Source: an optimization exercise on an open RTL-to-GDS flow (aim: small area and a short achievable clock period). Production flows keep margins and buffers that such runs may drop. At most, simulation tests tie the RTL to the original design; equivalence was not proved. No functional check of the RTL was part of run 9. Power is estimated from default activity; no workload was simulated.

## flow/design.v (module list and top-level ports; edited modules follow where they fit)
// module neurona_capa_1: 1362 lines
// module nfa: 4 lines
// module nha: 4 lines
// module nx2: 3 lines
// module nxn2: 3 lines
module neurona_capa_1(
    weight_0, weight_1, weight_2, weight_3, weight_4, weight_5, weight_6, weight_7, weight_8, weight_9, weight_10, weight_11, weight_12, weight_13, weight_14, weight_15, weight_16, weight_17, weight_18, weight_19, weight_20, weight_21, weight_22, weight_23, weight_24, weight_25, weight_26, weight_27, weight_28, weight_29, weight_30, weight_31, weight_32, weight_33, weight_34, weight_35, weight_36, weight_37, weight_38, weight_39, weight_40, weight_41, weight_42, weight_43, weight_44, weight_45, weight_46, weight_47, weight_48,
    pixel_0, pixel_1, pixel_2, pixel_3, pixel_4, pixel_5, pixel_6, pixel_7, pixel_8, pixel_9, pixel_10, pixel_11, pixel_12, pixel_13, pixel_14, pixel_15, pixel_16, pixel_17, pixel_18, pixel_19, pixel_20, pixel_21, pixel_22, pixel_23, pixel_24, pixel_25, pixel_26, pixel_27, pixel_28, pixel_29, pixel_30, pixel_31, pixel_32, pixel_33, pixel_34, pixel_35, pixel_36, pixel_37, pixel_38, pixel_39, pixel_40, pixel_41, pixel_42, pixel_43, pixel_44, pixel_45, pixel_46, pixel_47, pixel_48,
    clk, out
);
  // ...
==> flow/flow/run.sh <==
#!/bin/bash
# Own layout flow: the standard flow (standard.sh, unchanged synthesis),
# except that the port buffers buffer_ports inserts are buf_1 cells rather
# than the default it picks; timing repair resizes them where needed.
set -euo pipefail
export BUFFER_PORTS_ARGS="-buffer_cell sky130_fd_sc_hd__buf_1"
bash standard.sh > standard.log 2>&1
==> flow/standard.sh <==
#!/bin/bash
# synth_recipe.tcl (not shown) runs the flow's synth.tcl, then flattens the netlist and writes it again
# the make line also repeats each setting of config.mk as NAME=value (left out here)
make -C /OpenROAD-flow-scripts/flow DESIGN_CONFIG=/design/flow/config.mk WORK_HOME=/design/flow/orfs CLKGATE_MAP_FILE= SYNTH_SCRIPT=/design/flow/synth_recipe.tcl "${@:-finish}"
==> flow/config.mk <==
export PLATFORM = sky130hd
export DESIGN_NAME = neurona_capa_1
export DESIGN_NICKNAME = neurona_capa_1
export VERILOG_FILES = /design/flow/design.v
export SDC_FILE = /design/flow/constraint.sdc
export NUM_CORES = 4
export LEC_CHECK = 0
export CAP_MARGIN = 20
export CORE_MARGIN = 2
export CORE_UTILIZATION = 40
export SETUP_SLACK_MARGIN = 4.5
export SLEW_MARGIN = 20
export SYNTH_HIERARCHICAL = 1
export SYNTH_MINIMUM_KEEP_SIZE = 0
==> flow/constraint.sdc <==
create_clock -name core_clock -period 8.0 [get_ports {clk}]
set_input_delay 1.6000 -clock core_clock [delete_from_list [all_inputs] [get_ports {clk}]]
set_output_delay 1.6000 -clock core_clock [all_outputs]
set_load 0.01 [all_outputs]
==> results.sh, run 1 <==
export IMPL_status="timing/DRC/antenna clean"
export IMPL_routedWlPerCell_um=23.41
export IMPL_use_met1_pct=33.08
export IMPL_synth_xor_xnor_area_share_pct=8.450
export IMPL_worst_pin_slew_ns=0.4944
export IMPL_crit_family="adder cells"
export IMPL_crit_cells=6
export IMPL_synth_compound_area_share_pct=0.8048
export IMPL_buf_share_pct=13.40
export IMPL_antenna_cells=6
export IMPL_num_vias=8537
export IMPL_p_comb_share_pct=74.9
export IMPL_crit_chain="buf_2, nand2_1, fa_1, fa_1, fa_2, xor2_1"
export IMPL_synth_top_family_by_area="adder cells"
export IMPL_seq_cell_count=112
export IMPL_multi_input_area_um2=8346
export IMPL_regMostFlops="r1"
export IMPL_p_total_mw=6.118
export IMPL_ant_nets=0
export IMPL_p_seq_share_pct=17.9
export IMPL_seq_cell_share_pct=17.13
export IMPL_dr_wl_met2_um=22210
export IMPL_die_area_um2=28540
export IMPL_cts_buffers=9
export IMPL_dp_hpwl_um=37160
export IMPL_root_buffer="clkbuf_16"
export IMPL_postSynthAreaPerCell_um2=11.05
export IMPL_synth_seq_area_share_pct=20.60
export IMPL_cts_root_to_sink_buffers=2
export IMPL_async_flop_share_pct=0
export IMPL_worstPathMaxFanout=8
export IMPL_fin_skew_ns=0.01145
export IMPL_place_inst=1718
==> run 2, diff against run 1 <==
--- a/flow/config.mk
+++ b/flow/config.mk
@@ -8,7 +8,7 @@
 export CAP_MARGIN = 20
 export CORE_MARGIN = 2
 export CORE_UTILIZATION = 40
-export SETUP_SLACK_MARGIN = 4.5
+export SETUP_SLACK_MARGIN = 5.0
 export SLEW_MARGIN = 20
 export SYNTH_HIERARCHICAL = 1
 export SYNTH_MINIMUM_KEEP_SIZE = 0
==> results.sh, run 2 <==
export IMPL_status="timing/DRC/antenna clean"
export IMPL_ys_warn_count=7
export IMPL_cp_num_buf_inv=0
export IMPL_synth_seq_area_share_pct=20.60
export IMPL_final_layout_size_suffix_gt1_share_pct=45.09
export IMPL_cts_tree="built"
export IMPL_yosysMostFrequentCell="nand2_1"
export IMPL_synthTopCellsByCount="395 x nand2_1, 281 x fa_1, 112 x dfxtp_1, 96 x xor2_1, 49 x buf_2"
export IMPL_vias_per_cell=4.816
export IMPL_synth_cell_types=17
export IMPL_syn_to_final_growth_pct=47.34
export IMPL_track_usage_pct=29.54
export IMPL_worst_pin_slew_ns=0.3416
export IMPL_ys_dominant_reg_cell="dfxtp_1"
export IMPL_cp_data_required_time_ns=8.25
export IMPL_finalSetupViolations=0
export IMPL_synth_edf_count=0
export IMPL_hold_depth=2
export IMPL_cpPeakStageDelay_ns=0.55
export IMPL_p_leak_nw=5.859
export IMPL_crit_family="adder cells"
export IMPL_fin_skew_ns=0.01234
export IMPL_synth_fp_nets=1722
export IMPL_cts_root_to_sink_buffers=2
export IMPL_timing_final_crit_share_pct=40.59
export IMPL_die_area_um2=28540
export IMPL_ys_seq_elements=112
export IMPL_crit_top_cell="fa_1"
export IMPL_multi_input_area_um2=10120
export IMPL_yosysTopAreaCellShare_pct=51.69
export IMPL_reg2reg_depth=7
export IMPL_clk_insertion_delay_late_ns=0.36
export IMPL_dr_first_iter_drc_count=326
export IMPL_n_fill_cell=2234
export IMPL_seq_area_um2=2272
export IMPL_final_setup_tns_ns=0
export IMPL_worstPathMaxFanout=3
export IMPL_place_ws_ns=3.736
export IMPL_die_h_um=168.9
export IMPL_start_kind="flop"
export IMPL_ir_worst_vdd_mv=0.8907
export IMPL_netlist_top_cells_area="fa_1 52%, dfxtp_1 21%, nand2_1 14%"
export IMPL_die_w_um=168.9
export IMPL_cellPowerDensity_nw_per_um2=463.5
export IMPL_grt_max_degree=20
export IMPL_crit_chain="fa_2, fa_1, fa_1, fa_1, fa_1, ha_4, and2_1"
export IMPL_cts_buffers=9
export IMPL_start_util_pct=40.61
export IMPL_hold_violations=0
export IMPL_drt_pre_antenna_iters=5
export IMPL_crit_path_end_kind="flop"
export IMPL_drc=0
export IMPL_ioPinCount=450
export IMPL_arrival_ns=3.50
export IMPL_num_vias=8520
export IMPL_routedWlPerCell_um=23.46
export IMPL_crit_cells=7
export IMPL_largest_reg_flops=90
export IMPL_grt_antenna_before_repair=3
export IMPL_root_buffer="clkbuf_16"
export IMPL_hp_class="reg2reg"
export IMPL_grt_ovfl_total=0
export IMPL_ctsHoldBuffers=0
export IMPL_synthCells=985
export IMPL_ant_nets=0
export IMPL_nets=2158
export IMPL_finalMaxSlewViolations=0
export IMPL_postSynthAreaPerCell_um2=11.05
export IMPL_finalCriticalPeriod_ns=3.247
export IMPL_dp_hpwl_um=37290
export IMPL_layout_common_cells="346 x buf_1, 217 x fa_2, 172 x nand2_1, 136 x nand2_2, 94 x dfxtp_1"
export IMPL_layout_commonest_cell="buf_1"
export IMPL_synth_top_area_cell="fa_1"
export IMPL_finalWeightedCongestion=0.9451
export IMPL_async_flop_share_pct=0
export IMPL_htreeDepth=3
export IMPL_io_buffers=449
export IMPL_grt_pass1_wl_um=58960
export IMPL_drt_wl_total_um=41500
export IMPL_relSlewSlack_pct=77.15
export IMPL_grt_pass1_vias=9886
export IMPL_core_um2=26800
export IMPL_critPathKind="reg2reg"
export IMPL_clkTransAtPathRegs_ns=0.08
export IMPL_numClockSinks=112
export IMPL_rsz0062_at_grt="true"
export IMPL_max_freq_mhz=307.9
export IMPL_slowest_stage="fa_1"
export IMPL_synth_area_um2=10880
export IMPL_cap_violations=0
export IMPL_regMostFlops="r1"
export IMPL_fin_ws_ns=4.753
export IMPL_rows=60
## run 2: path summary, 6_finish.rpt
path                  startpoint         endpoint  slack, ns
setup reg to reg  r1[41]$_DFF_P_  r2_p699$_DFF_P_       4.75
setup / recovery  r1[41]$_DFF_P_  r2_p699$_DFF_P_       4.75
hold reg to reg    r1[2]$_DFF_P_  r2_p718$_DFF_P_       0.52
hold / removal     r1[2]$_DFF_P_  r2_p718$_DFF_P_       0.52
## run 2: final cells by class
type | instances | share of cell area (%)
Sequential cell | 112 | 14.17
Inverter | 2 | 0.04682
Clock buffer | 11 | 1.576
Tap cell | 341 | 2.661
Timing Repair Buffer | 482 | 18.11
Clock inverter | 5 | 0.2731
Antenna cell | 2 | 0.03121
Multi-Input combinational cell | 814 | 63.13
## run 2: worst min-delay path: stages, from the launching register on
cell and delay, ns:
dfxtp_1 0.32, ha_1 0.13, inv_1 0.03
## run 2: Yosys stat by module (local to each module, per instance)
module / flops+latches / times used / area (µm²) / cells
nxn2: 0 / 9 / 8.758 / 1
nha: 0 / 14 / 12.51 / 1
nfa: 0 / 281 / 20.02 / 1
neurona_capa_1: 112 / 1 / 4163 / 585
nx2: 0 / 96 / 8.758 / 1
## run 2: power breakdown
group	switching (mW)	internal, mW
clock	0.214	0.234
combinational	2.85	3.01
sequential	0.153	0.976
total	3.22	4.22
## run 2: metal layers
layer | vias up | GRT usage (%) | share of wire (%)
met5 | - | 0 | 0.031
met4 | 2 | 8.021 | 2.5
met3 | 55 | 3.671 | 4.1
met2 | 278 | 55.70 | 56
met1 | 4384 | 35.49 | 37
li1 | 3801 | - | -
## run 2: what timing repair did
action	CTS	global route
buffers inserted	16	16
pin swaps	170	130
endpoints found under the setup margin	98	57
gates resized for setup	416	112
gates cloned	1	0
## run 2: kinds of logic after synthesis
| logic type | Yosys count | synth area share (%) |
|---|---|---|
| buffers and inverters | 59 | 2.874 |
| and+or+nand+nor | 401 | 13.97 |
| DFF | 112 | 20.60 |
| AOI/OAI and AO/OA | 13 | 0.8047 |
| xor gates and xnor gates | 105 | 8.450 |
| adders and majority gates | 295 | 53.30 |
## run 2: through the flow
stage / power, mW / hold slack (ns) / area [µm²] / utilization, % / instances
floorplan: 4.820 / 0.4827 / 12350 / - / 985
global placement: 6.087 / 0.5066 / 13710 / 51.17 / 1718
detailed placement: 6.164 / 0.5158 / 13710 / 51.17 / 1718
CTS: 7.237 / 0.5271 / 15480 / 57.76 / 1751
global route: 8.158 / 0.5612 / 16040 / 59.83 / 1769
finish: 7.432 / 0.5173 / 16040 / 59.83 / 1769
==> run 3, diff against run 2 <==
--- a/flow/config.mk
+++ b/flow/config.mk
@@ -8,7 +8,7 @@
 export CAP_MARGIN = 20
 export CORE_MARGIN = 2
 export CORE_UTILIZATION = 40
-export SETUP_SLACK_MARGIN = 5.0
+export SETUP_SLACK_MARGIN = 4.7
 export SLEW_MARGIN = 20
 export SYNTH_HIERARCHICAL = 1
 export SYNTH_MINIMUM_KEEP_SIZE = 0
==> results.sh, run 3 <==
export IMPL_ctsHoldBuffers=0
export IMPL_grt_ovfl_total=0
export IMPL_cts_buffers=9
export IMPL_regToRegStartpoint="r1[41]$_DFF_P_"
export IMPL_slowest_stage="xor2_1"
export IMPL_die_area_um2=28540
export IMPL_worstPathMaxFanout=8
export IMPL_root_buffer="clkbuf_16"
export IMPL_ioPinCount=450
export IMPL_ir_worst_vdd_mv=0.8744
export IMPL_cap_violations=0
export IMPL_fin_ws_ns=4.702
export IMPL_place_ws_ns=3.780
export IMPL_hold_violations=0
export IMPL_drt_pre_antenna_iters=4
export IMPL_top_layer_used="met4"
export IMPL_start_kind="input pin"
export IMPL_grt_antenna_before_repair=2
export IMPL_htreeDepth=3
export IMPL_critPathKind="in2reg"
export IMPL_rows=60
export IMPL_relSlewSlack_pct=79.72
export IMPL_synth_cell_types=17
export IMPL_postSynthAreaPerCell_um2=11.05
export IMPL_ant_nets=0
export IMPL_clk_insertion_delay_late_ns=0.34
export IMPL_cellPowerDensity_nw_per_um2=491.1
export IMPL_cts_root_to_sink_buffers=2
export IMPL_dr_wl_met2_um=21810
export IMPL_vias_per_cell=4.829
export IMPL_finalMaxSlewViolations=0
export IMPL_synth_seq_area_share_pct=20.60
export IMPL_rsz0062_at_grt="true"
export IMPL_n_fill_cell=2527
export IMPL_post_route_util_pct=50.63
export IMPL_dr_wl_met3_um=2047
export IMPL_clkTransAtPathRegs_ns=0.07
export IMPL_ys_seq_elements=112
export IMPL_drt_wl_total_um=39260
export IMPL_synthTopCellsByCount="395 x nand2_1, 281 x fa_1, 112 x dfxtp_1, 96 x xor2_1, 49 x buf_2"
export IMPL_dp_hpwl_um=35580
export IMPL_fin_skew_ns=0.007787
export IMPL_nets=2125
export IMPL_die_w_um=168.9
export IMPL_async_flop_share_pct=0
export IMPL_dr_first_iter_drc_count=347
export IMPL_crit_top_cell="xor2_1"
export IMPL_cp_startpoint="pixel_47"
export IMPL_wl_met1_um=14520
export IMPL_timing_final_crit_share_pct=41.22
export IMPL_grt_pass1_vias=9574
export IMPL_placed_cell_area_um2=13000
export IMPL_die_h_um=168.9
export IMPL_final_layout_size_suffix_gt1_share_pct=13.78
export IMPL_syn_to_final_growth_pct=24.67
export IMPL_worst_pin_slew_ns=0.3032
export IMPL_synth_area_um2=10880
export IMPL_finalInstanceArea_um2=13570
export IMPL_final_setup_tns_ns=0
export IMPL_netlist_top_cells_area="fa_1 52%, dfxtp_1 21%, nand2_1 14%"
export IMPL_cpPeakStageDelay_ns=0.26
export IMPL_io_buffers=449
export IMPL_arrival_ns=3.58
export IMPL_track_usage_pct=28.25
export IMPL_finalCriticalPeriod_ns=3.298
export IMPL_grt_max_degree=18
export IMPL_core_um2=26800
export IMPL_cts_tree="built"
export IMPL_numClockSinks=112
export IMPL_post_cts_setup_buffers=0
export IMPL_finalWeightedCongestion=0.9307
export IMPL_ys_warn_count=7
export IMPL_drc=0
export IMPL_start_util_pct=40.61
export IMPL_p_leak_nw=4.864
export IMPL_synth_top_area_cell="fa_1"
export IMPL_status="timing/DRC/antenna clean"
export IMPL_max_freq_mhz=303.3
export IMPL_yosysTopAreaCellShare_pct=51.69
export IMPL_routedWlPerCell_um=22.61
export IMPL_synth_fp_nets=1722
export IMPL_largest_reg_flops=90
export IMPL_num_vias=8384
export IMPL_yosysMostFrequentCell="nand2_1"
export IMPL_finalSetupViolations=0
export IMPL_crit_path_end_kind="flop"
export IMPL_cp_data_required_time_ns=8.28
export IMPL_layout_common_cells="399 x buf_1, 329 x nand2_1, 225 x fa_1, 111 x dfxtp_1, 95 x xor2_1"
export IMPL_crit_chain="buf_2, nand2_1, xor2_1, xor2_1, xor2_1, xor2_1, xor2_1, xor2_1, xor2_1, xor2_1"
export IMPL_hp_class="reg2reg"
export IMPL_regMostFlops="r1"
export IMPL_ys_dominant_reg_cell="dfxtp_1"
export IMPL_layout_commonest_cell="buf_1"
export IMPL_grt_pass1_wl_um=56460
export IMPL_synthCells=985
export IMPL_min_from="r1[2]$_DFF_P_"
export IMPL_synth_edf_count=0
==> run 3: routing by layer <==
layer / global-route usage, % / vias to the layer above
li1: - / 3744
met1: 33.05 / 4303
met2: 53.30 / 295
met3: 5.027 / 42
met4: 7.196 / 0
met5: 0 / -
==> run 3: final cells by class <==
| cell class | count | area (µm²) | share of cell area, % |
|---|---|---|---|
| antenna | 2 | 5.005 | 0.03689 |
| clock inverter | 5 | 103.9 | 0.7654 |
| clock buffer | 11 | 242.7 | 1.789 |
| timing repair buffer | 449 | 1838 | 13.55 |
| sequential | 112 | 2243 | 16.53 |
| inverter | 2 | 7.507 | 0.05533 |
| tap | 341 | 426.7 | 3.145 |
| multi-input combinational | 814 | 8701 | 64.13 |
==> run 3: path summary, 6_finish.rpt <==
kind                endpoint  slack [ns]  cells after the start
min reg2reg  r2_p718$_DFF_P_        0.52                      2
max           r1[89]$_DFF_P_        4.70                     10
min          r2_p718$_DFF_P_        0.52                      2
max reg2reg  r2_p699$_DFF_P_        4.75                      7
==> run 3: Yosys stat by module, one instance, submodules excluded <==
module / times used / flip-flops and latches / area (µm²) / cells
nx2: 96 / 0 / 8.758 / 1
nha: 14 / 0 / 12.51 / 1
neurona_capa_1: 1 / 112 / 4163 / 585
nxn2: 9 / 0 / 8.758 / 1
nfa: 281 / 0 / 20.02 / 1
==> run 3: per-stage QoR <==
step,total power [mW],hold slack (ns),instances
after floorplan,4.569,0.4827,985
final,6.663,0.5200,1736
after global placement,5.665,0.5093,1718
after CTS,6.298,0.5270,1734
after global routing,7.389,0.5597,1736
after detailed placement,5.731,0.5166,1718
==> run 3: worst max-delay path, delay by kind of cell <==
family | cells | cell delay [ns]
AND/OR/NAND/NOR | 1 | 0.10
XOR/XNOR | 8 | 1.65
buffers and inverters | 1 | 0.22
==> run 3: cell families (layout without fill, tap and decap cells) <==
kind of cell	after synthesis	after routing	share of synthesized area, %
buffers and inverters	59	467	2.874
adders and majority gates	295	295	53.30
other	0	2	0
xor gates and xnor gates	105	105	8.450
AOI/OAI and AO/OA	13	13	0.8047
and+or+nand+nor	401	401	13.97
DFF	112	112	20.60
==> run 3: what timing repair did <==
| action | CTS | global route |
|---|---|---|
| pin swaps | 4 | 12 |
| cloned | 0 | 0 |
| resized for setup | 83 | 27 |
| endpoints found under the setup margin | 85 | 22 |
| endpoints found under the hold margin | 0 | 0 |
==> run 3: report_power, final <==
group / switching (mW) / leakage (nW) / internal [mW]
logic: 2.54 / 3.76 / 2.51
registers: 0.135 / 0.939 / 0.965
clock network: 0.199 / 0.170 / 0.315
total: 2.87 / 4.86 / 3.79
==> run 4, diff against run 3 <==
--- a/flow/config.mk
+++ b/flow/config.mk
@@ -7,7 +7,7 @@
 export LEC_CHECK = 0
 export CAP_MARGIN = 20
 export CORE_MARGIN = 2
-export CORE_UTILIZATION = 40
+export CORE_UTILIZATION = 60
 export SETUP_SLACK_MARGIN = 4.7
 export SLEW_MARGIN = 20
 export SYNTH_HIERARCHICAL = 1
==> results.sh, run 4 <==
export IMPL_hp_class="reg2reg"
export IMPL_min_delay_worst_endpoint="r2_p718$_DFF_P_"
export IMPL_place_inst=1606
export IMPL_final_setup_tns_ns=0
export IMPL_rows=49
export IMPL_yosysMostFrequentCell="nand2_1"
export IMPL_synth_area_um2=10880
export IMPL_die_area_um2=19230
export IMPL_crit_cells=10
export IMPL_cp_num_buf_inv=1
export IMPL_die_w_um=138.7
export IMPL_n_fill_cell=1252
export IMPL_finalSetupViolations=0
export IMPL_reg2reg_depth=7
export IMPL_post_route_util_pct=76.27
export IMPL_max_freq_mhz=299.3
export IMPL_fin_ws_ns=4.659
export IMPL_worstPathMaxFanout=8
export IMPL_met3_usage_pct=6.975
export IMPL_whs_ns=0.5320
export IMPL_crit_family="XOR/XNOR gates"
export IMPL_relSlewSlack_pct=74.31
export IMPL_layout_common_cells="399 x buf_1, 319 x nand2_1, 220 x fa_1, 105 x dfxtp_1, 85 x xor2_1"
export IMPL_syn_to_final_growth_pct=25.47
export IMPL_reg2reg_slack_ns=4.74
export IMPL_regToRegStartpoint="r1[27]$_DFF_P_"
export IMPL_nets=2127
export IMPL_synth_top_area_cell="fa_1"
export IMPL_p_leak_nw=4.919
export IMPL_yosys_area_share_simple_pct=13.97
export IMPL_netlist_top_cells_area="fa_1 52%, dfxtp_1 21%, nand2_1 14%"
export IMPL_grt_use_met2_pct=71.44
export IMPL_die_h_um=138.7
export IMPL_largest_reg_flops=90
export IMPL_finalCriticalPeriod_ns=3.341
export IMPL_timing_final_crit_share_pct=41.76
export IMPL_clk_insertion_delay_late_ns=0.36
export IMPL_drt_wl_total_um=38140
export IMPL_synth_compound_area_share_pct=0.8048
export IMPL_grt_ovfl_total=0
export IMPL_async_flop_share_pct=0
export IMPL_finalWeightedCongestion=1.009
export IMPL_yosysTopAreaCellShare_pct=51.69
export IMPL_drt_pre_antenna_iters=5
export IMPL_cts_tree="built"
export IMPL_status="timing/DRC/antenna clean"
export IMPL_dr_first_iter_drc_count=496
export IMPL_drc=0
export IMPL_synth_fp_nets=1722
export IMPL_dp_hpwl_um=32750
export IMPL_synthMuxAreaShare_pct=0
export IMPL_slowest_stage="xor2_1"
export IMPL_grt_pass1_wl_um=55420
export IMPL_htreeDepth=3
export IMPL_synthCells=985
export IMPL_place_ws_ns=3.693
export IMPL_regMostFlops="r1"
export IMPL_postSynthAreaPerCell_um2=11.05
export IMPL_num_vias=8817
export IMPL_cts_root_to_sink_buffers=2
export IMPL_ys_seq_elements=112
export IMPL_vias_per_cell=5.426
export IMPL_grt_busiest_layer="met2"
export IMPL_min_from="r1[2]$_DFF_P_"
export IMPL_grt_max_degree=19
export IMPL_grt_antenna_before_repair=2
export IMPL_ant_nets=0
export IMPL_ys_dominant_reg_cell="dfxtp_1"
export IMPL_cap_violations=0
export IMPL_rsz0062_at_grt="true"
export IMPL_start_util_pct=60.79
export IMPL_crit_path_end_kind="flop"
export IMPL_cpPeakStageDelay_ns=0.29
export IMPL_cts_buffers=9
export IMPL_ir_worst_vdd_mv=1.794
export IMPL_hold_violations=0
export IMPL_routedWlPerCell_um=23.47
export IMPL_grt_pass1_vias=9907
export IMPL_synth_seq_area_share_pct=20.60
export IMPL_core_um2=17900
export IMPL_cellPowerDensity_nw_per_um2=519.8
export IMPL_cp_data_required_time_ns=8.29
export IMPL_start_kind="input pin"
export IMPL_finalMaxSlewViolations=0
export IMPL_clkTransAtPathRegs_ns=0.07
export IMPL_root_buffer="clkbuf_16"
export IMPL_synth_cell_types=17
export IMPL_synth_xor_xnor_area_share_pct=8.450
export IMPL_synth_fa_ha_area_share_pct=53.30
export IMPL_final_layout_size_suffix_gt1_share_pct=16.20
export IMPL_numClockSinks=112
export IMPL_stdcell_count=1625
export IMPL_crit_top_cell="xor2_1"
export IMPL_r2r_end="r2_p698$_DFF_P_"
export IMPL_ys_warn_count=7
export IMPL_synthTopCellsByCount="395 x nand2_1, 281 x fa_1, 112 x dfxtp_1, 96 x xor2_1, 49 x buf_2"
export IMPL_ioPinCount=450
export IMPL_use_met1_pct=49.36
export IMPL_synth_top_family_by_area="adder cells"
export IMPL_io_buffers=449
export IMPL_fin_skew_ns=0.007737
export IMPL_crit_chain="buf_2, nand2_1, xor2_1, xor2_1, xor2_1, xor2_1, xor2_1, xor2_1, xor2_1, xor2_1"
export IMPL_track_usage_pct=40.17
export IMPL_layout_commonest_cell="buf_1"
export IMPL_critPathKind="in2reg"
export IMPL_synth_edf_count=0
export IMPL_worst_pin_slew_ns=0.3850
export IMPL_hold_depth=2
export IMPL_arrival_ns=3.64
==> run 4: cell counts after synthesis <==
Identical to the previous run, type by type.
==> run 4: worst reg2reg max path: cells and delay by family, from the launching register on <==
family | cells | cell delay (ns)
flops | 1 | 0.34
compound gates | 1 | 0.18
fa+ha+maj | 6 | 2.62
==> run 4: final cells by class <==
| class | instances | area (µm²) | share of cell area, % |
|---|---|---|---|
| Sequential cell | 112 | 2251 | 16.48 |
| Clock inverter | 5 | 41.29 | 0.3024 |
| Inverter | 2 | 7.507 | 0.05498 |
| Multi-Input combinational cell | 814 | 8828 | 64.66 |
| Timing Repair Buffer | 451 | 1984 | 14.53 |
| Antenna cell | 1 | 2.502 | 0.01833 |
| Clock buffer | 11 | 252.7 | 1.851 |
| Tap cell | 229 | 286.5 | 2.098 |
==> run 4: stage by stage <==
step           power (mW)  cell area [µm²]
2_1_floorplan       4.569            11470
3_3_place_gp        5.711            12860
3_5_place_dp        5.871            12860
4_1_cts             6.716            13310
5_1_grt             7.581            13650
6_report            7.097            13650
==> run 4: Yosys stat by module (local to each module, per instance) <==
module          flip-flops and latches  cell area (µm²)
nx2                                  0            8.758
nxn2                                 0            8.758
nha                                  0            12.51
neurona_capa_1                     112             4163
nfa                                  0            20.02
==> run 4: timing repair <==
item,in CTS,in global routing
pin swaps,11,34
gates resized for setup,77,100
endpoints found under the setup margin,84,20
hold buffers,0,0
setup buffers,0,2
==> run 4: kinds of logic after synthesis <==
family,after synthesis
and+or+nand+nor,401
adders and majority gates,295
buffers and inverters,59
xor gates and xnor gates,105
AOI/OAI and AO/OA,13
DFF,112
==> run 4: worst max path at each step <==
stage | start | end | slack, ns
6_report | pixel_12 | r1[89]$_DFF_P_ | 4.66
5_1_grt | pixel_47 | r1[89]$_DFF_P_ | 4.58
4_1_cts | pixel_41 | r1[89]$_DFF_P_ | 4.57
3_5_place_dp | pixel_41 | r1[89]$_DFF_P_ | 3.69
3_3_place_gp | pixel_41 | r1[89]$_DFF_P_ | 3.71
2_1_floorplan | pixel_44 | r1[88]$_DFF_P_ | 4.61
==> run 4: routing by layer <==
| layer | wire length [µm] | vias to the layer above |
|---|---|---|
| met2 | 19960 | 487 |
| met4 | 1878 | 2 |
| met1 | 13450 | 4480 |
| met3 | 2837 | 109 |
| met5 | 11 | - |
| li1 | - | 3739 |
==> run 4: report_power, final <==
group	internal, mW	total, mW	leakage (nW)	switching [mW]
combinational	2.64	5.55	3.84	2.91
sequential	0.968	1.11	0.939	0.140
clock	0.230	0.442	0.138	0.212
total	3.83	7.10	4.92	3.26
==> run 5, diff against run 4 <==
--- a/flow/config.mk
+++ b/flow/config.mk
@@ -7,7 +7,8 @@
 export LEC_CHECK = 0
 export CAP_MARGIN = 20
 export CORE_MARGIN = 2
-export CORE_UTILIZATION = 60
+export CORE_UTILIZATION = 40
+export CTS_BUF_LIST = sky130_fd_sc_hd__clkbuf_4 sky130_fd_sc_hd__clkbuf_8
 export SETUP_SLACK_MARGIN = 4.7
 export SLEW_MARGIN = 20
 export SYNTH_HIERARCHICAL = 1
==> results.sh, run 5 <==
export IMPL_worstPathMaxFanout=10
export IMPL_synthTopCellsByCount="395 x nand2_1, 281 x fa_1, 112 x dfxtp_1, 96 x xor2_1, 49 x buf_2"
export IMPL_layout_commonest_cell="buf_1"
export IMPL_cp_data_required_time_ns=8.31
export IMPL_regMostFlops="r1"
export IMPL_status="timing/DRC/antenna clean"
export IMPL_clkTransAtPathRegs_ns=0.10
export IMPL_regToRegStartpoint="r1[40]$_DFF_P_"
export IMPL_grt_ovfl_total=0
export IMPL_cap_violations=0
export IMPL_num_vias=8308
export IMPL_root_buffer="clkbuf_8"
export IMPL_routedWlPerCell_um=22.52
export IMPL_vias_per_cell=4.786
export IMPL_cellPowerDensity_nw_per_um2=488.3
export IMPL_rows=60
export IMPL_start_util_pct=40.61
export IMPL_grt_pass1_wl_um=56210
export IMPL_core_um2=26800
export IMPL_numClockSinks=112
export IMPL_io_buffers=449
export IMPL_finalWeightedCongestion=0.9307
export IMPL_grt_max_degree=18
export IMPL_seq_area_um2=2245
export IMPL_synth_top_area_cell="fa_1"
export IMPL_post_route_util_pct=50.19
export IMPL_dr_wl_met2_um=21650
export IMPL_postSynthAreaPerCell_um2=11.05
export IMPL_finalSetupViolations=0
export IMPL_ys_dominant_reg_cell="dfxtp_1"
export IMPL_crit_path_end_kind="flop"
export IMPL_p_leak_nw=4.812
export IMPL_dr_first_iter_drc_count=372
export IMPL_ioPinCount=450
export IMPL_synth_area_um2=10880
export IMPL_cts_buffers=9
export IMPL_rsz0062_at_grt="true"
export IMPL_n_fill_cell=2540
export IMPL_synth_seq_area_share_pct=20.60
export IMPL_synthCells=985
export IMPL_yosysMostFrequentCell="nand2_1"
export IMPL_cts_root_to_sink_buffers=2
export IMPL_critPathKind="in2reg"
export IMPL_synth_edf_count=0
export IMPL_die_h_um=168.9
export IMPL_track_usage_pct=28.14
export IMPL_relSlewSlack_pct=79.73
export IMPL_synth_cell_types=17
export IMPL_die_area_um2=28540
export IMPL_largest_reg_flops=90
export IMPL_ir_worst_vdd_mv=0.9009
export IMPL_arrival_ns=3.62
export IMPL_grt_antenna_before_repair=2
export IMPL_worst_pin_slew_ns=0.3030
export IMPL_multi_input_area_um2=8703
export IMPL_r2r_end="r2_p699$_DFF_P_"
export IMPL_p_total_mw=6.569
export IMPL_layout_common_cells="399 x buf_1, 328 x nand2_1, 227 x fa_1, 110 x dfxtp_1, 96 x xor2_1"
export IMPL_drt_pre_antenna_iters=4
export IMPL_finalCriticalPeriod_ns=3.305
export IMPL_hold_violations=0
export IMPL_min_delay_worst_endpoint="r2_p718$_DFF_P_"
export IMPL_timing_final_crit_share_pct=41.31
export IMPL_ant_nets=0
export IMPL_syn_to_final_growth_pct=23.60
export IMPL_top_layer_used="met4"
export IMPL_die_w_um=168.9
export IMPL_clk_insertion_delay_late_ns=0.38
export IMPL_final_layout_size_suffix_gt1_share_pct=13.85
export IMPL_drc=0
export IMPL_htreeDepth=3
export IMPL_hp_class="reg2reg"
export IMPL_finalMaxSlewViolations=0
export IMPL_start_kind="input pin"
export IMPL_netlist_top_cells_area="fa_1 52%, dfxtp_1 21%, nand2_1 14%"
export IMPL_hold_depth=2
export IMPL_wl_met1_um=14210
export IMPL_ys_seq_elements=112
export IMPL_drt_wl_total_um=39090
export IMPL_nets=2125
export IMPL_final_setup_tns_ns=0
export IMPL_ctsHoldBuffers=0
export IMPL_ys_warn_count=7
export IMPL_async_flop_share_pct=0
export IMPL_yosysTopAreaCellShare_pct=51.69
export IMPL_reg2reg_slack_ns=4.72
export IMPL_max_freq_mhz=302.6
export IMPL_synth_fp_nets=1722
export IMPL_grt_pass1_vias=9550
export IMPL_reg2reg_depth=7
export IMPL_dr_wl_met3_um=2297
export IMPL_min_from="r1[2]$_DFF_P_"
export IMPL_cts_tree="built"
export IMPL_dp_hpwl_um=35580
export IMPL_fin_skew_ns=0.01169
==> run 5: cell counts after synthesis <==
Identical to the previous run, type by type.
==> run 5: critical path, cell delays in order <==
cell and delay [ns]:
buf_2 0.25, nand2_2 0.10, fa_1 0.51, fa_2 0.41
xor2_1 0.23, xor2_1 0.20, xor2_1 0.18, xor2_1 0.14
==> run 5: metal layers <==
metal  vias up  track usage (%)
li1       3747                -
met1      4228            32.93
met2       287            52.92
met3        46            4.980
met4         0            7.534
met5         -                0
==> run 5: per-module statistics from Yosys (local to each module, per instance) <==
| module | cells inside | copies in the design |
|---|---|---|
| nxn2 | 1 | 9 |
| nha | 1 | 14 |
| neurona_capa_1 | 585 | 1 |
| nx2 | 1 | 96 |
| nfa | 1 | 281 |
==> run 5: timing repair <==
action	4_1_cts	5_1_grt
gates resized for setup	67	34
buffers inserted	0	0
gates cloned	0	0
setup endpoints to repair	83	21
pin swaps	2	8
==> run 5: logic make-up after synthesis <==
family,share of synthesized area [%]
and+or+nand+nor,13.97
adders and majority gates,53.30
DFF,20.60
xor gates and xnor gates,8.450
buffers and inverters,2.874
AOI/OAI and AO/OA,0.8047
==> run 5: how the worst max path moves through the flow <==
stage | startpoint | to
2_1_floorplan | pixel_44 | r1[88]$_DFF_P_
3_3_place_gp | pixel_44 | r1[89]$_DFF_P_
3_5_place_dp | pixel_44 | r1[89]$_DFF_P_
4_1_cts | pixel_41 | r1[89]$_DFF_P_
5_1_grt | pixel_36 | r1[89]$_DFF_P_
6_report | pixel_10 | r1[89]$_DFF_P_
==> run 5: metrics by stage <==
step / std cells / instance area, µm² / worst slack [ns] / hold WS [ns]
CTS: 1734 / 13330 / 4.680 / 0.5319
detailed placement: 1718 / 13000 / 3.780 / 0.5166
floorplan: 985 / 11470 / 4.610 / 0.4827
global route: 1736 / 13450 / 4.619 / 0.5650
finish: 1736 / 13450 / 4.695 / 0.5239
global placement: 1718 / 13000 / 3.767 / 0.5093
==> run 5: where the power goes <==
part / leakage (nW) / total [mW] / switching [mW] / internal (mW)
sequential: 0.940 / 1.10 / 0.137 / 0.965
clock: 0.127 / 0.405 / 0.185 / 0.220
combinational: 3.75 / 5.06 / 2.55 / 2.52
==> run 5: area by class of cell <==
class | instances | share of cell area [%]
Multi-Input combinational cell | 814 | 64.70
Tap cell | 341 | 3.172
Sequential cell | 112 | 16.69
Inverter | 2 | 0.05581
Clock buffer | 11 | 1.079
Antenna cell | 2 | 0.03721
Clock inverter | 5 | 0.7720
Timing Repair Buffer | 449 | 13.50
==> run 6, diff against run 5 <==
--- a/flow/config.mk
+++ b/flow/config.mk
@@ -9,6 +9,7 @@
 export CORE_MARGIN = 2
 export CORE_UTILIZATION = 40
 export CTS_BUF_LIST = sky130_fd_sc_hd__clkbuf_4 sky130_fd_sc_hd__clkbuf_8
+export PLACE_DENSITY = 0.8
 export SETUP_SLACK_MARGIN = 4.7
 export SLEW_MARGIN = 20
 export SYNTH_HIERARCHICAL = 1
==> results.sh, run 6 <==
export IMPL_postSynthAreaPerCell_um2=11.05
export IMPL_p_leak_nw=4.863
export IMPL_die_area_um2=28540
export IMPL_start_kind="input pin"
export IMPL_num_vias=8738
export IMPL_clk_insertion_delay_late_ns=0.38
export IMPL_core_um2=26800
export IMPL_synth_top_area_cell="fa_1"
export IMPL_synthTopCellsByCount="395 x nand2_1, 281 x fa_1, 112 x dfxtp_1, 96 x xor2_1, 49 x buf_2"
export IMPL_place_inst=1718
export IMPL_max_freq_mhz=302.7
export IMPL_reg2reg_depth=7
export IMPL_finalWeightedCongestion=0.9793
export IMPL_clkTransAtPathRegs_ns=0.10
export IMPL_grt_max_degree=17
export IMPL_stdcell_count=1733
export IMPL_yosysMostFrequentCell="nand2_1"
export IMPL_whs_ns=0.5270
export IMPL_cp_data_required_time_ns=8.30
export IMPL_finalCriticalPeriod_ns=3.303
export IMPL_start_util_pct=40.61
export IMPL_ys_dominant_reg_cell="dfxtp_1"
export IMPL_ys_warn_count=7
export IMPL_cap_violations=0
export IMPL_ant_nets=0
export IMPL_cts_buffers=9
export IMPL_fin_skew_ns=0.008839
export IMPL_synth_fp_nets=1722
export IMPL_min_from="r1[2]$_DFF_P_"
export IMPL_timing_final_crit_share_pct=41.29
export IMPL_dp_hpwl_um=36620
export IMPL_die_h_um=168.9
export IMPL_cellPowerDensity_nw_per_um2=497.7
export IMPL_layout_commonest_cell="buf_1"
export IMPL_grt_antenna_before_repair=1
export IMPL_cp_startpoint="pixel_46"
export IMPL_worst_pin_slew_ns=0.3370
export IMPL_track_usage_pct=29.27
export IMPL_synth_area_um2=10880
export IMPL_rows=60
export IMPL_dr_first_iter_drc_count=419
export IMPL_post_cts_setup_buffers=0
export IMPL_finalSetupViolations=0
export IMPL_final_setup_tns_ns=0
export IMPL_drt_wl_total_um=41160
export IMPL_die_w_um=168.9
export IMPL_crit_path_end_kind="flop"
export IMPL_root_buffer="clkbuf_8"
export IMPL_relSlewSlack_pct=77.45
export IMPL_cts_tree="built"
export IMPL_routedWlPerCell_um=23.75
export IMPL_numClockSinks=112
export IMPL_grt_ovfl_total=0
export IMPL_multi_input_area_um2=8827
export IMPL_syn_to_final_growth_pct=25.45
export IMPL_arrival_ns=3.61
export IMPL_rsz0062_at_grt="true"
export IMPL_yosysTopAreaCellShare_pct=51.69
export IMPL_p_total_mw=6.795
export IMPL_drc=0
export IMPL_grt_pass1_wl_um=58280
export IMPL_hp_class="reg2reg"
export IMPL_ioPinCount=450
export IMPL_netlist_top_cells_area="fa_1 52%, dfxtp_1 21%, nand2_1 14%"
export IMPL_synthCells=985
export IMPL_final_layout_size_suffix_gt1_share_pct=15.38
export IMPL_hold_violations=0
export IMPL_status="timing/DRC/antenna clean"
export IMPL_async_flop_share_pct=0
export IMPL_nets=2125
export IMPL_seq_area_um2=2245
export IMPL_grt_pass1_vias=9793
export IMPL_ys_seq_elements=112
export IMPL_largest_reg_flops=90
export IMPL_finalMaxSlewViolations=0
export IMPL_htreeDepth=3
export IMPL_regToRegStartpoint="r1[39]$_DFF_P_"
export IMPL_n_fill_cell=2404
export IMPL_hold_depth=2
export IMPL_io_buffers=449
export IMPL_ir_worst_vdd_mv=0.8338
export IMPL_cts_root_to_sink_buffers=2
export IMPL_critPathKind="in2reg"
export IMPL_synth_seq_area_share_pct=20.60
export IMPL_layout_common_cells="399 x buf_1, 321 x nand2_1, 225 x fa_1, 110 x dfxtp_1, 84 x xor2_1"
export IMPL_drt_pre_antenna_iters=5
export IMPL_synth_edf_count=0
export IMPL_synth_cell_types=17
export IMPL_regMostFlops="r1"
export IMPL_vias_per_cell=5.042
export IMPL_worstPathMaxFanout=8
## run 6: kinds of logic (layout without fill, tap and decap cells)
kind of cell / after synthesis / in the layout / share of synthesized area [%]
AND/OR/NAND/NOR: 401 / 401 / 13.97
adder cells (fa/ha/maj): 295 / 295 / 53.30
flip-flops: 112 / 112 / 20.60
XOR/XNOR: 105 / 105 / 8.450
buffers and inverters: 59 / 465 / 2.874
AO/OA/AOI/OAI: 13 / 13 / 0.8047
other: 0 / 1 / 0
## run 6: Yosys stat by module (local to each module, per instance)
module          area (µm²)  flip-flops and latches  cells  copies in the design
neurona_capa_1        4163                     112    585                     1
nfa                  20.02                       0      1                   281
nha                  12.51                       0      1                    14
nx2                  8.758                       0      1                    96
nxn2                 8.758                       0      1                     9
## run 6: final cells by class
type	instances	area share, %
multi-input cells	814	64.65
repair buffers	449	14.15
clock buffers	11	1.063
clock inverters	3	0.4949
well taps	341	3.125
flip-flops and latches	112	16.44
inverters	2	0.05499
diodes	1	0.01833
## run 6: timing repair
item | 4_1_cts | 5_1_grt
endpoints found under the setup margin | 86 | 13
hold buffers | 0 | 0
hold endpoints to repair | 0 | 0
pin swaps | 2 | 35
gates resized for setup | 98 | 89
## run 6: per-layer routing
metal	global-route usage, %	up-vias	share of wire [%]
li1	-	3729	-
met1	33.68	4457	34
met2	52.78	452	53
met3	5.775	100	7.3
met4	13.08	0	4.9
met5	0	-	0
## run 6: worst paths after layout
check	end	slack, ns
setup reg to reg	r2_p698$_DFF_P_	4.71
hold reg to reg	r2_p718$_DFF_P_	0.53
setup / recovery	r1[89]$_DFF_P_	4.70
hold / removal	r2_p718$_DFF_P_	0.53
## run 6: report_power, final
group          internal [mW]  switching [mW]  total [mW]
logic                   2.67            2.64        5.32
registers              0.965           0.142        1.11
clock network          0.185           0.186       0.372
total                   3.82            2.97        6.80
## run 6: critical path, cell delays in order
cell and delay [ns]:
buf_4 0.17, nand2_2 0.09, xor2_2 0.18, xor2_1 0.25, xor2_1 0.20, xor2_1 0.32, xor2_1 0.21, xor2_1 0.20
xor2_1 0.20, xor2_1 0.18
## run 6: through the flow
stage | worst slack [ns] | utilization (%) | instance area [µm²]
3_5_place_dp | 3.659 | 48.52 | 13000
3_3_place_gp | 3.704 | 48.52 | 13000
5_1_grt | 4.622 | 50.94 | 13650
6_report | 4.697 | 50.94 | 13650
2_1_floorplan | 4.610 | - | 11470
4_1_cts | 4.630 | 49.93 | 13380
==> run 7, diff against run 6 <==
==> flow/run.sh (new file) <==
#!/bin/bash
# synth_recipe.tcl (not shown) runs the flow's synth.tcl, then flattens the netlist and writes it again
# the make line also repeats each setting of config.mk as NAME=value (left out here)
make -C /OpenROAD-flow-scripts/flow DESIGN_CONFIG=/design/flow/config.mk WORK_HOME=/design/flow/orfs CLKGATE_MAP_FILE= SYNTH_SCRIPT=/design/flow/synth_recipe.tcl finish
--- a/flow/config.mk
+++ b/flow/config.mk
@@ -8,9 +8,7 @@
 export CAP_MARGIN = 20
 export CORE_MARGIN = 2
 export CORE_UTILIZATION = 40
-export CTS_BUF_LIST = sky130_fd_sc_hd__clkbuf_4 sky130_fd_sc_hd__clkbuf_8
-export PLACE_DENSITY = 0.8
-export SETUP_SLACK_MARGIN = 4.7
+export SETUP_SLACK_MARGIN = 4.5
 export SLEW_MARGIN = 20
 export SYNTH_HIERARCHICAL = 1
 export SYNTH_MINIMUM_KEEP_SIZE = 0
removed: flow/flow/run.sh
removed: flow/standard.sh
==> results.sh, run 7 <==
export IMPL_status="timing/DRC/antenna clean"
export IMPL_grt_pass1_wl_um=61620
export IMPL_core_um2=26800
export IMPL_fin_skew_ns=0.009888
export IMPL_p_seq_share_pct=16.7
export IMPL_place_ws_ns=3.417
export IMPL_htreeDepth=3
export IMPL_internal_power_mw=3.629
export IMPL_hold_violations=0
export IMPL_die_h_um=168.9
export IMPL_synth_xor_xnor_area_share_pct=8.450
export IMPL_netlist_top_cells_area="fa_1 52%, dfxtp_1 21%, nand2_1 14%"
export IMPL_finalCriticalPeriod_ns=3.509
export IMPL_arrival_ns=3.80
export IMPL_stdcell_count=1741
export IMPL_synth_fa_ha_area_share_pct=53.30
export IMPL_cts_buffers=9
export IMPL_post_cts_setup_buffers=0
export IMPL_fin_ws_ns=4.491
export IMPL_numClockSinks=112
export IMPL_root_buffer="clkbuf_16"
export IMPL_track_usage_pct=31.24
export IMPL_ys_warn_count=7
export IMPL_drt_wl_total_um=43930
export IMPL_synth_top_family_by_area="adder cells"
export IMPL_rsz0062_at_grt="true"
export IMPL_worst_pin_slew_ns=0.4220
export IMPL_grt_max_degree=20
export IMPL_layout_commonest_cell="nand2_1"
export IMPL_critPathKind="in2reg"
export IMPL_dr_first_iter_drc_count=394
export IMPL_power_switching_mw=2.920
export IMPL_p_leak_nw=6.581
export IMPL_synth_fp_nets=1722
export IMPL_start_util_pct=40.61
export IMPL_num_vias=8443
export IMPL_place_inst=1718
export IMPL_finalMaxSlewViolations=0
export IMPL_clockPowerShare_pct=7.1
export IMPL_synth_seq_area_share_pct=20.60
export IMPL_ys_seq_elements=112
export IMPL_ys_dominant_reg_cell="dfxtp_1"
export IMPL_rows=60
export IMPL_synth_cell_types=17
export IMPL_p_total_mw=6.549
export IMPL_finalWeightedCongestion=0.9574
export IMPL_grt_pass1_vias=9795
export IMPL_ant_nets=0
export IMPL_drc=0
export IMPL_cts_root_to_sink_buffers=2
export IMPL_async_flop_share_pct=0
export IMPL_cap_violations=0
export IMPL_drt_pre_antenna_iters=5
export IMPL_die_area_um2=28540
export IMPL_timing_final_crit_share_pct=43.86
export IMPL_start_kind="input pin"
export IMPL_grt_antenna_before_repair=8
export IMPL_final_layout_size_suffix_gt1_share_pct=9.261
export IMPL_cellPowerDensity_nw_per_um2=408.4
export IMPL_layout_common_cells="375 x nand2_1, 311 x clkdlybuf4s50_1, 247 x fa_1, 112 x dfxtp_1, 84 x xor2_1"
export IMPL_postSynthAreaPerCell_um2=11.05
export IMPL_cts_tree="built"
export IMPL_vias_per_cell=4.850
export IMPL_grt_ovfl_total=0
export IMPL_synth_compound_area_share_pct=0.8048
export IMPL_die_w_um=168.9
export IMPL_cp_data_required_time_ns=8.29
export IMPL_synthMuxAreaShare_pct=0
export IMPL_synthCells=985
export IMPL_synth_edf_count=0
export IMPL_max_freq_mhz=285.0
export IMPL_finalSetupViolations=0
export IMPL_yosys_area_share_simple_pct=13.97
export IMPL_dp_hpwl_um=39700
export IMPL_largest_reg_flops=90
export IMPL_worstPathMaxFanout=1
export IMPL_ir_worst_vdd_mv=0.8357
export IMPL_syn_to_final_growth_pct=47.36
export IMPL_regMostFlops="r1"
export IMPL_nets=2125
export IMPL_synth_area_um2=10880
export IMPL_yosysTopAreaCellShare_pct=51.69
export IMPL_crit_path_end_kind="flop"
export IMPL_clkTransAtPathRegs_ns=0.08
export IMPL_relSlewSlack_pct=71.87
export IMPL_io_buffers=449
export IMPL_hp_class="reg2reg"
export IMPL_synthTopCellsByCount="395 x nand2_1, 281 x fa_1, 112 x dfxtp_1, 96 x xor2_1, 49 x buf_2"
export IMPL_synth_top_area_cell="fa_1"
export IMPL_yosysMostFrequentCell="nand2_1"
export IMPL_routedWlPerCell_um=25.23
export IMPL_swShare_pct=44.59
export IMPL_clk_insertion_delay_late_ns=0.35
export IMPL_final_setup_tns_ns=0
export IMPL_ioPinCount=450
export IMPL_p_comb_share_pct=76.2
==> run 7: cell count changes in the layout (fill, tap and decap cells not counted), sizes merged, moves of 2 or more <==
| cell | change |
|---|---|
| buf | -406 |
| clkdlybuf4s50 | +311 |
| dlymetal6s2s | +72 |
| dlygate4sd2 | +18 |
| clkdlybuf4s15 | +9 |
| clkbuf | -7 |
| diode | +6 |
| clkinv | +3 |
| clkdlybuf4s18 | +2 |
| inv | +2 |
==> run 7: worst max-delay path, stage by stage <==
cell,delay (ns)
clkdlybuf4s50_1,0.46
nand2_1,0.08
fa_1,0.49
fa_2,0.38
xor2_2,0.23
xor2_1,0.20
xor2_1,0.21
xor2_1,0.15
==> run 7: per-module statistics from Yosys, one instance, submodules excluded <==
| module | area (µm²) | flip-flops and latches | copies in the design |
|---|---|---|---|
| neurona_capa_1 | 4163 | 112 | 1 |
| nfa | 20.02 | 0 | 281 |
| nha | 12.51 | 0 | 14 |
| nx2 | 8.758 | 0 | 96 |
| nxn2 | 8.758 | 0 | 9 |
==> run 7: layout make-up <==
class,count,area [µm²]
Antenna cell,7,17.52
Fill cell,2315,10760
Timing Repair Buffer,449,4484
Tap cell,341,426.7
Sequential cell,112,2242
Clock inverter,6,76.32
Inverter,2,7.507
Multi-Input combinational cell,814,8553
Clock buffer,10,229.0
==> run 7: power by group through the flow <==
stage | Combinational [mW] | Clock (mW) | Sequential (mW)
detailed placement | 5.02 | 0 | 1.12
global placement | 5.01 | 0 | 1.11
finish | 4.99 | 0.463 | 1.10
global route | 5.56 | 0.492 | 1.12
floorplan | 3.47 | 0 | 1.07
CTS | 5.04 | 0.473 | 1.10
==> run 7: final timing paths <==
kind | from | to | slack, ns | cells past startpoint
hold / removal | r1[2]$_DFF_P_ | r2_p718$_DFF_P_ | 0.50 | 2
hold reg to reg | r1[2]$_DFF_P_ | r2_p718$_DFF_P_ | 0.50 | 2
setup reg to reg | r1[30]$_DFF_P_ | r2_p698$_DFF_P_ | 4.60 | 7
setup / recovery | weight_44[5] | r1[89]$_DFF_P_ | 4.49 | 8
==> run 7: stage by stage <==
stage	util (%)	hold WS, ns	area (µm²)
finish	59.84	0.5044	16040
global route	59.82	0.5396	16030
CTS	59.21	0.5060	15870
detailed placement	57.84	0.4983	15500
global placement	57.84	0.4951	15500
floorplan	-	0.4827	10890
==> run 7: cell families after synthesis <==
| kind of cell | Yosys count |
|---|---|
| buf+inv | 59 |
| xor+xnor | 105 |
| simple gates | 401 |
| compound gates | 13 |
| flops | 112 |
| fa+ha+maj | 295 |
==> run 7: layer usage <==
| layer | vias to the layer above | wire, µm | GRT usage, % |
|---|---|---|---|
| li1 | 3746 | - | - |
| met1 | 4274 | 16420 | 36.78 |
| met2 | 360 | 23610 | 58.21 |
| met3 | 63 | 2667 | 6.173 |
| met4 | 0 | 1229 | 8.058 |
| met5 | - | 0 | 0 |
==> run 7: what timing repair did <==
action                                  CTS  global route
resized for setup                       177           192
hold buffers                              0             0
endpoints found under the setup margin   84            22
pin swaps                                31           113
==> run 8, diff against run 7 <==
==> flow/flow/run.sh (new file) <==
#!/bin/bash
# Own layout flow: the standard flow (standard.sh, unchanged synthesis),
# except that the port buffers buffer_ports inserts are buf_1 cells rather
# than the default it picks, and power recovery (downsizing gates off the
# critical paths) runs after global routing.
set -euo pipefail
export BUFFER_PORTS_ARGS="-buffer_cell sky130_fd_sc_hd__buf_1"
export RECOVER_POWER=100
bash standard.sh > standard.log 2>&1
==> flow/standard.sh (new file) <==
#!/bin/bash
# synth_recipe.tcl (not shown) runs the flow's synth.tcl, then flattens the netlist and writes it again
# the make line also repeats each setting of config.mk as NAME=value (left out here)
make -C /OpenROAD-flow-scripts/flow DESIGN_CONFIG=/design/flow/config.mk WORK_HOME=/design/flow/orfs CLKGATE_MAP_FILE= SYNTH_SCRIPT=/design/flow/synth_recipe.tcl "${@:-finish}"
--- a/flow/config.mk
+++ b/flow/config.mk
@@ -8,7 +8,8 @@
 export CAP_MARGIN = 20
 export CORE_MARGIN = 2
 export CORE_UTILIZATION = 40
-export SETUP_SLACK_MARGIN = 4.5
+export CTS_BUF_LIST = sky130_fd_sc_hd__clkbuf_4 sky130_fd_sc_hd__clkbuf_8
+export SETUP_SLACK_MARGIN = 4.7
 export SLEW_MARGIN = 20
 export SYNTH_HIERARCHICAL = 1
 export SYNTH_MINIMUM_KEEP_SIZE = 0
removed: flow/run.sh
==> results.sh, run 8 <==
export IMPL_synth_edf_count=0
export IMPL_ctsHoldBuffers=0
export IMPL_cp_data_required_time_ns=8.32
export IMPL_drt_pre_antenna_iters=6
export IMPL_min_delay_worst_endpoint="r2_p718$_DFF_P_"
export IMPL_root_buffer="clkbuf_8"
export IMPL_hold_depth=2
export IMPL_routedWlPerCell_um=22.60
export IMPL_synth_cell_types=17
export IMPL_ir_worst_vdd_mv=0.6904
export IMPL_synth_fp_nets=1722
export IMPL_die_area_um2=28540
export IMPL_track_usage_pct=28.14
export IMPL_largest_reg_flops=90
export IMPL_reg2reg_slack_ns=4.64
export IMPL_synth_top_area_cell="fa_1"
export IMPL_synthTopCellsByCount="395 x nand2_1, 281 x fa_1, 112 x dfxtp_1, 96 x xor2_1, 49 x buf_2"
export IMPL_min_from="r1[2]$_DFF_P_"
export IMPL_relSlewSlack_pct=45.10
export IMPL_drt_wl_total_um=39230
export IMPL_die_w_um=168.9
export IMPL_r2r_end="r2_p699$_DFF_P_"
export IMPL_grt_ovfl_total=0
export IMPL_cap_violations=0
export IMPL_yosysTopAreaCellShare_pct=51.69
export IMPL_cellPowerDensity_nw_per_um2=460.1
export IMPL_worst_pin_slew_ns=0.8235
export IMPL_async_flop_share_pct=0
export IMPL_num_vias=8371
export IMPL_htreeDepth=3
export IMPL_status="timing/DRC/antenna clean"
export IMPL_reg2reg_depth=7
export IMPL_finalSetupViolations=0
export IMPL_dp_hpwl_um=35580
export IMPL_grt_antenna_before_repair=2
export IMPL_crit_path_end_kind="flop"
export IMPL_clk_insertion_delay_late_ns=0.38
export IMPL_cts_buffers=9
export IMPL_fin_ws_ns=4.242
export IMPL_rows=60
export IMPL_netlist_top_cells_area="fa_1 52%, dfxtp_1 21%, nand2_1 14%"
export IMPL_start_kind="input pin"
export IMPL_rsz0062_at_grt="true"
export IMPL_layout_commonest_cell="buf_1"
export IMPL_p_leak_nw=4.791
export IMPL_finalWeightedCongestion=0.9307
export IMPL_drc=0
export IMPL_arrival_ns=4.07
export IMPL_synthCells=985
export IMPL_hold_violations=0
export IMPL_ys_dominant_reg_cell="dfxtp_1"
export IMPL_yosysMostFrequentCell="nand2_1"
export IMPL_max_freq_mhz=266.1
export IMPL_grt_pass1_vias=9550
export IMPL_die_h_um=168.9
export IMPL_numClockSinks=112
export IMPL_finalCriticalPeriod_ns=3.758
export IMPL_hp_class="reg2reg"
export IMPL_syn_to_final_growth_pct=22.86
export IMPL_fin_skew_ns=0.01249
export IMPL_ys_seq_elements=112
export IMPL_post_route_util_pct=49.89
export IMPL_io_buffers=449
export IMPL_timing_final_crit_share_pct=46.97
export IMPL_grt_max_degree=18
export IMPL_cp_startpoint="pixel_41"
export IMPL_ioPinCount=450
export IMPL_synth_seq_area_share_pct=20.60
export IMPL_ant_nets=0
export IMPL_core_um2=26800
export IMPL_postSynthAreaPerCell_um2=11.05
export IMPL_critPathKind="in2reg"
export IMPL_dr_first_iter_drc_count=322
export IMPL_layout_common_cells="399 x buf_1, 331 x nand2_1, 239 x fa_1, 111 x dfxtp_1, 96 x xor2_1"
export IMPL_regToRegStartpoint="r1[40]$_DFF_P_"
export IMPL_vias_per_cell=4.822
export IMPL_clkTransAtPathRegs_ns=0.10
export IMPL_regMostFlops="r1"
export IMPL_grt_pass1_wl_um=56210
export IMPL_place_ws_ns=3.780
export IMPL_cts_root_to_sink_buffers=2
export IMPL_start_util_pct=40.61
export IMPL_ys_warn_count=7
export IMPL_finalMaxSlewViolations=0
export IMPL_worstPathMaxFanout=8
export IMPL_final_setup_tns_ns=0
export IMPL_synth_area_um2=10880
export IMPL_cts_tree="built"
export IMPL_final_layout_size_suffix_gt1_share_pct=11.99
export IMPL_nets=2125
## run 8: changes by cell type in the layout (fill, tap and decap cells not counted), moves of 9 or more
cell	delta
buf_1	+399
nand2_2	+37
dlymetal6s2s_1	-72
nand2_1	-44
clkbuf_16	-9
xor2_2	-12
xor2_1	+12
clkbuf_8	+10
clkbuf_4	+19
buf_2	-12
dlygate4sd2_1	-18
clkdlybuf4s50_1	-311
## run 8: layout make-up
type                    count  area (µm²)
fillers                  2561       13430
multi-input cells         814        8641
flip-flops and latches    112        2243
repair buffers            449        1798
well taps                 341       426.7
clock buffers              11       145.1
clock inverters             5       103.9
inverters                   2       7.507
diodes                      2       5.005
## run 8: kinds of logic after synthesis
logic type | after synthesis | synth area share (%)
simple gates | 401 | 13.97
fa+ha+maj | 295 | 53.30
flops | 112 | 20.60
xor+xnor | 105 | 8.450
buf+inv | 59 | 2.874
compound gates | 13 | 0.8047
## run 8: worst max-delay path: stages
cell and delay [ns]:
clkbuf_1 0.60, nand2_1 0.18, fa_1 0.48, fa_1 0.41, xor2_1 0.27, xor2_1 0.20
xor2_1 0.18, xor2_1 0.14
## run 8: worst max-delay path by stage
stage / end / slack [ns] / cells past startpoint
floorplan: r1[88]$_DFF_P_ / 4.61 / 6
global placement: r1[89]$_DFF_P_ / 3.77 / 8
detailed placement: r1[89]$_DFF_P_ / 3.78 / 8
CTS: r1[89]$_DFF_P_ / 4.68 / 8
global route: r1[89]$_DFF_P_ / 4.17 / 8
finish: r1[89]$_DFF_P_ / 4.24 / 8
## run 8: power breakdown
group / internal, mW / total [mW] / switching [mW]
Sequential: 0.964 / 1.10 / 0.138
Combinational: 2.20 / 4.64 / 2.45
Clock: 0.220 / 0.406 / 0.186
## run 8: modules after synthesis, one instance, submodules excluded
module | times used | flip-flops and latches | cell area (µm²) | cells
nx2 | 96 | 0 | 8.758 | 1
nfa | 281 | 0 | 20.02 | 1
nxn2 | 9 | 0 | 8.758 | 1
neurona_capa_1 | 1 | 112 | 4163 | 585
nha | 14 | 0 | 12.51 | 1
## run 8: repair_timing
action | 4_1_cts | 5_1_grt
resized for setup | 67 | 34
setup endpoints to repair | 83 | 21
setup buffers | 0 | 0
pin swaps | 2 | 8
## run 8: layer usage
layer / GRT usage [%] / vias up / wire length, µm
li1: - / 3747 / -
met1: 32.93 / 4273 / 14370
met2: 52.92 / 301 / 21630
met3: 4.980 / 50 / 2249
met4: 7.534 / 0 / 980
met5: 0 / - / 0
## run 8: metrics by stage
step | power [mW] | std cells | area (µm²) | hold WS (ns)
floorplan | 4.569 | 985 | 11470 | 0.4827
global placement | 5.665 | 1718 | 13000 | 0.5093
CTS | 6.179 | 1734 | 13330 | 0.5319
global route | 6.823 | 1736 | 13370 | 0.5650
detailed placement | 5.731 | 1718 | 13000 | 0.5166
finish | 6.152 | 1736 | 13370 | 0.5240
==> run 9, diff against run 8 <==
--- a/flow/design.v
+++ b/flow/design.v
@@ -1371,6 +1371,12 @@
 module nx2(input wire a, input wire b, output wire y);
     assign y = a ^ b;
 endmodule
+module nmx(input wire s, input wire a, input wire b, output wire y);
+    assign y = s ? b : a;
+endmodule
+module nmj(input wire a, input wire b, input wire c, output wire y);
+    assign y = (a & b) | (a & c) | (b & c);
+endmodule
 module nxn2(input wire a, input wire b, output wire y);
     assign y = ~(a ^ b);
 endmodule
==> flow/flow/run.sh (replaced) <==
#!/bin/bash
# Own layout flow: the standard flow (standard.sh, unchanged synthesis),
# except that the port buffers buffer_ports inserts are buf_1 cells rather
# than the default it picks; timing repair resizes them where needed.
set -euo pipefail
export BUFFER_PORTS_ARGS="-buffer_cell sky130_fd_sc_hd__buf_1"
bash standard.sh > standard.log 2>&1
--- a/flow/config.mk
+++ b/flow/config.mk
@@ -5,10 +5,10 @@
 export SDC_FILE = /design/flow/constraint.sdc
 export NUM_CORES = 4
 export LEC_CHECK = 0
+export ABC_AREA = 1
 export CAP_MARGIN = 20
 export CORE_MARGIN = 2
 export CORE_UTILIZATION = 40
-export CTS_BUF_LIST = sky130_fd_sc_hd__clkbuf_4 sky130_fd_sc_hd__clkbuf_8
 export SETUP_SLACK_MARGIN = 4.7
 export SLEW_MARGIN = 20
 export SYNTH_HIERARCHICAL = 1
==> results.sh, run 9 <==
export IMPL_arrival_ns=3.56
export IMPL_ys_dominant_reg_cell="dfxtp_1"
export IMPL_synthTopCellsByCount="724 x nand2_1, 281 x fa_1, 218 x inv_1, 112 x dfxtp_1, 49 x buf_2"
export IMPL_num_vias=10460
export IMPL_nets=2561
export IMPL_critPathKind="in2reg"
export IMPL_synthMuxAreaShare_pct=0
export IMPL_reg2reg_slack_ns=4.74
export IMPL_synth_fp_nets=2158
export IMPL_finalSetupViolations=0
export IMPL_yosysMostFrequentCell="nand2_1"
export IMPL_regMostFlops="r1"
export IMPL_drt_pre_antenna_iters=7
export IMPL_fin_skew_ns=0.008162
export IMPL_synth_seq_area_share_pct=18.74
export IMPL_finalWeightedCongestion=0.9626
export IMPL_synth_fa_ha_area_share_pct=48.48
export IMPL_grt_antenna_before_repair=5
export IMPL_ys_warn_count=7
export IMPL_relSlewSlack_pct=78.23
export IMPL_netlist_top_cells_area="fa_1 47%, nand2_1 23%, dfxtp_1 19%"
export IMPL_whs_ns=0.5249
export IMPL_numClockSinks=112
export IMPL_cts_root_to_sink_buffers=2
export IMPL_finalMaxSlewViolations=0
export IMPL_synth_top_family_by_area="adder cells"
export IMPL_p_total_mw=6.679
export IMPL_die_w_um=176.9
export IMPL_ctsHoldBuffers=0
export IMPL_layout_common_cells="656 x nand2_1, 400 x buf_1, 246 x fa_1, 218 x inv_1, 110 x dfxtp_1"
export IMPL_p_leak_nw=6.638
export IMPL_cap_violations=0
export IMPL_place_ws_ns=3.686
export IMPL_clk_insertion_delay_late_ns=0.36
export IMPL_routedWlPerCell_um=20.23
export IMPL_dp_hpwl_um=40690
export IMPL_grt_pass1_vias=11210
export IMPL_grt_ovfl_total=0
export IMPL_async_flop_share_pct=0
export IMPL_status="timing/DRC/antenna clean"
export IMPL_timing_final_crit_share_pct=41.69
export IMPL_placed_cell_area_um2=14100
export IMPL_rows=63
export IMPL_final_setup_tns_ns=0
export IMPL_synth_area_um2=11960
export IMPL_start_util_pct=40.47
export IMPL_die_h_um=176.9
export IMPL_ioPinCount=450
export IMPL_core_um2=29560
export IMPL_io_buffers=449
export IMPL_die_area_um2=31310
export IMPL_cts_buffers=9
export IMPL_hold_violations=0
export IMPL_cellPowerDensity_nw_per_um2=456.3
export IMPL_cp_data_required_time_ns=8.23
export IMPL_final_layout_size_suffix_gt1_share_pct=9.623
export IMPL_cts_tree="built"
export IMPL_synth_xor_xnor_area_share_pct=0
export IMPL_root_buffer="clkbuf_16"
export IMPL_finalCriticalPeriod_ns=3.335
export IMPL_finalInstanceArea_um2=14640
export IMPL_max_freq_mhz=299.9
export IMPL_ys_seq_elements=112
export IMPL_drt_wl_total_um=45010
export IMPL_largest_reg_flops=90
export IMPL_crit_path_end_kind="flop"
export IMPL_htreeDepth=3
export IMPL_worst_pin_slew_ns=0.3265
export IMPL_postSynthAreaPerCell_um2=8.419
export IMPL_drc=0
export IMPL_yosys_area_share_simple_pct=23.03
export IMPL_ir_worst_vdd_mv=0.7233
export IMPL_grt_pass1_wl_um=65030
export IMPL_n_fill_cell=2928
export IMPL_place_inst=2203
export IMPL_fin_ws_ns=4.665
export IMPL_vias_per_cell=4.700
export IMPL_stdcell_count=2225
export IMPL_synth_edf_count=0
export IMPL_synth_cell_types=14
export IMPL_synth_compound_area_share_pct=0.2928
export IMPL_synth_top_area_cell="fa_1"
export IMPL_ant_nets=0
export IMPL_synthCells=1421
export IMPL_syn_to_final_growth_pct=22.34
export IMPL_post_route_util_pct=49.52
export IMPL_dr_first_iter_drc_count=498
export IMPL_yosysTopAreaCellShare_pct=47.02
export IMPL_layout_commonest_cell="nand2_1"
export IMPL_rsz0062_at_grt="true"
export IMPL_worstPathMaxFanout=8
export IMPL_hp_class="reg2reg"
export IMPL_start_kind="input pin"
export IMPL_grt_max_degree=21
export IMPL_track_usage_pct=29.68
export IMPL_clkTransAtPathRegs_ns=0.08
==> run 9: changes by cell type after synthesis, sizes merged, moves of 2 or more <==
cell,previous run,this run
nand2,395,725
inv,2,220
xor2,96,0
xnor2,9,0
a21o,8,2
and2,2,0
nand3,1,3
==> run 9: what timing repair did <==
item | in CTS | in global routing
gates cloned | 0 | 0
gates resized for setup | 88 | 29
pin swaps | 5 | 5
buffers inserted | 0 | 0
hold endpoints to repair | 0 | 0
setup endpoints to repair | 85 | 25
==> run 9: final cells by class <==
cell class	count	area [µm²]	share of cell area, %
clock inverter	7	87.58	0.5984
sequential	112	2245	15.34
antenna	6	15.01	0.1026
timing repair buffer	449	1853	12.66
tap	390	488.0	3.334
inverter	220	825.8	5.642
multi-input combinational	1032	8897	60.79
clock buffer	9	225.2	1.539
==> run 9: metal layers <==
layer / global-route usage [%] / part of all wire [%] / vias to the layer above
li1: - / - / 4846
met1: 33.87 / 36 / 5134
met2: 54.13 / 53 / 389
met3: 6.229 / 6.6 / 88
met4: 11.43 / 4.0 / 0
met5: 0 / 0 / -
==> run 9: final timing paths <==
| kind | from | endpoint | cells past startpoint |
|---|---|---|---|
| max | pixel_37 | r1[32]$_DFF_P_ | 5 |
| min | r1[2]$_DFF_P_ | r2_p718$_DFF_P_ | 2 |
| max reg2reg | r1[44]$_DFF_P_ | r2_p698$_DFF_P_ | 7 |
| min reg2reg | r1[2]$_DFF_P_ | r2_p718$_DFF_P_ | 2 |
==> run 9: power breakdown <==
| part | total (mW) | internal, mW | switching (mW) |
|---|---|---|---|
| Combinational | 5.12 | 2.21 | 2.91 |
| Sequential | 1.09 | 0.948 | 0.138 |
| Clock | 0.475 | 0.250 | 0.225 |
==> run 9: logic make-up (layout without fill, tap and decap cells) <==
kind of cell             after synthesis  in the layout
adder cells (fa/ha/maj)              295            295
AO/OA/AOI/OAI                          6              6
other                                  0              6
flip-flops                           112            112
AND/OR/NAND/NOR                      731            731
buffers and inverters                277            685
==> run 9: Yosys stat by module, one instance, submodules excluded <==
module / cells inside / flops+latches / cell area (µm²) / times used
neurona_capa_1: 601 / 112 / 4193 / 1
nfa: 1 / 0 / 20.02 / 281
nx2: 5 / 0 / 18.77 / 96
nxn2: 5 / 0 / 18.77 / 9
nha: 1 / 0 / 12.51 / 14
==> run 9: worst max-delay path, stage by stage <==
cell,delay [ns]
buf_4,0.20
nand2_1,0.11
fa_2,0.67
fa_2,0.53
fa_1,0.44

Check on run 9: ideal ports give 4.665 ns setup slack; a clkbuf_16 on the clock port and buf_2 on the inputs give 4.684 ns; moving port delays by the midpoint clock arrival (0.401 ns) as well gives 4.283 ns.
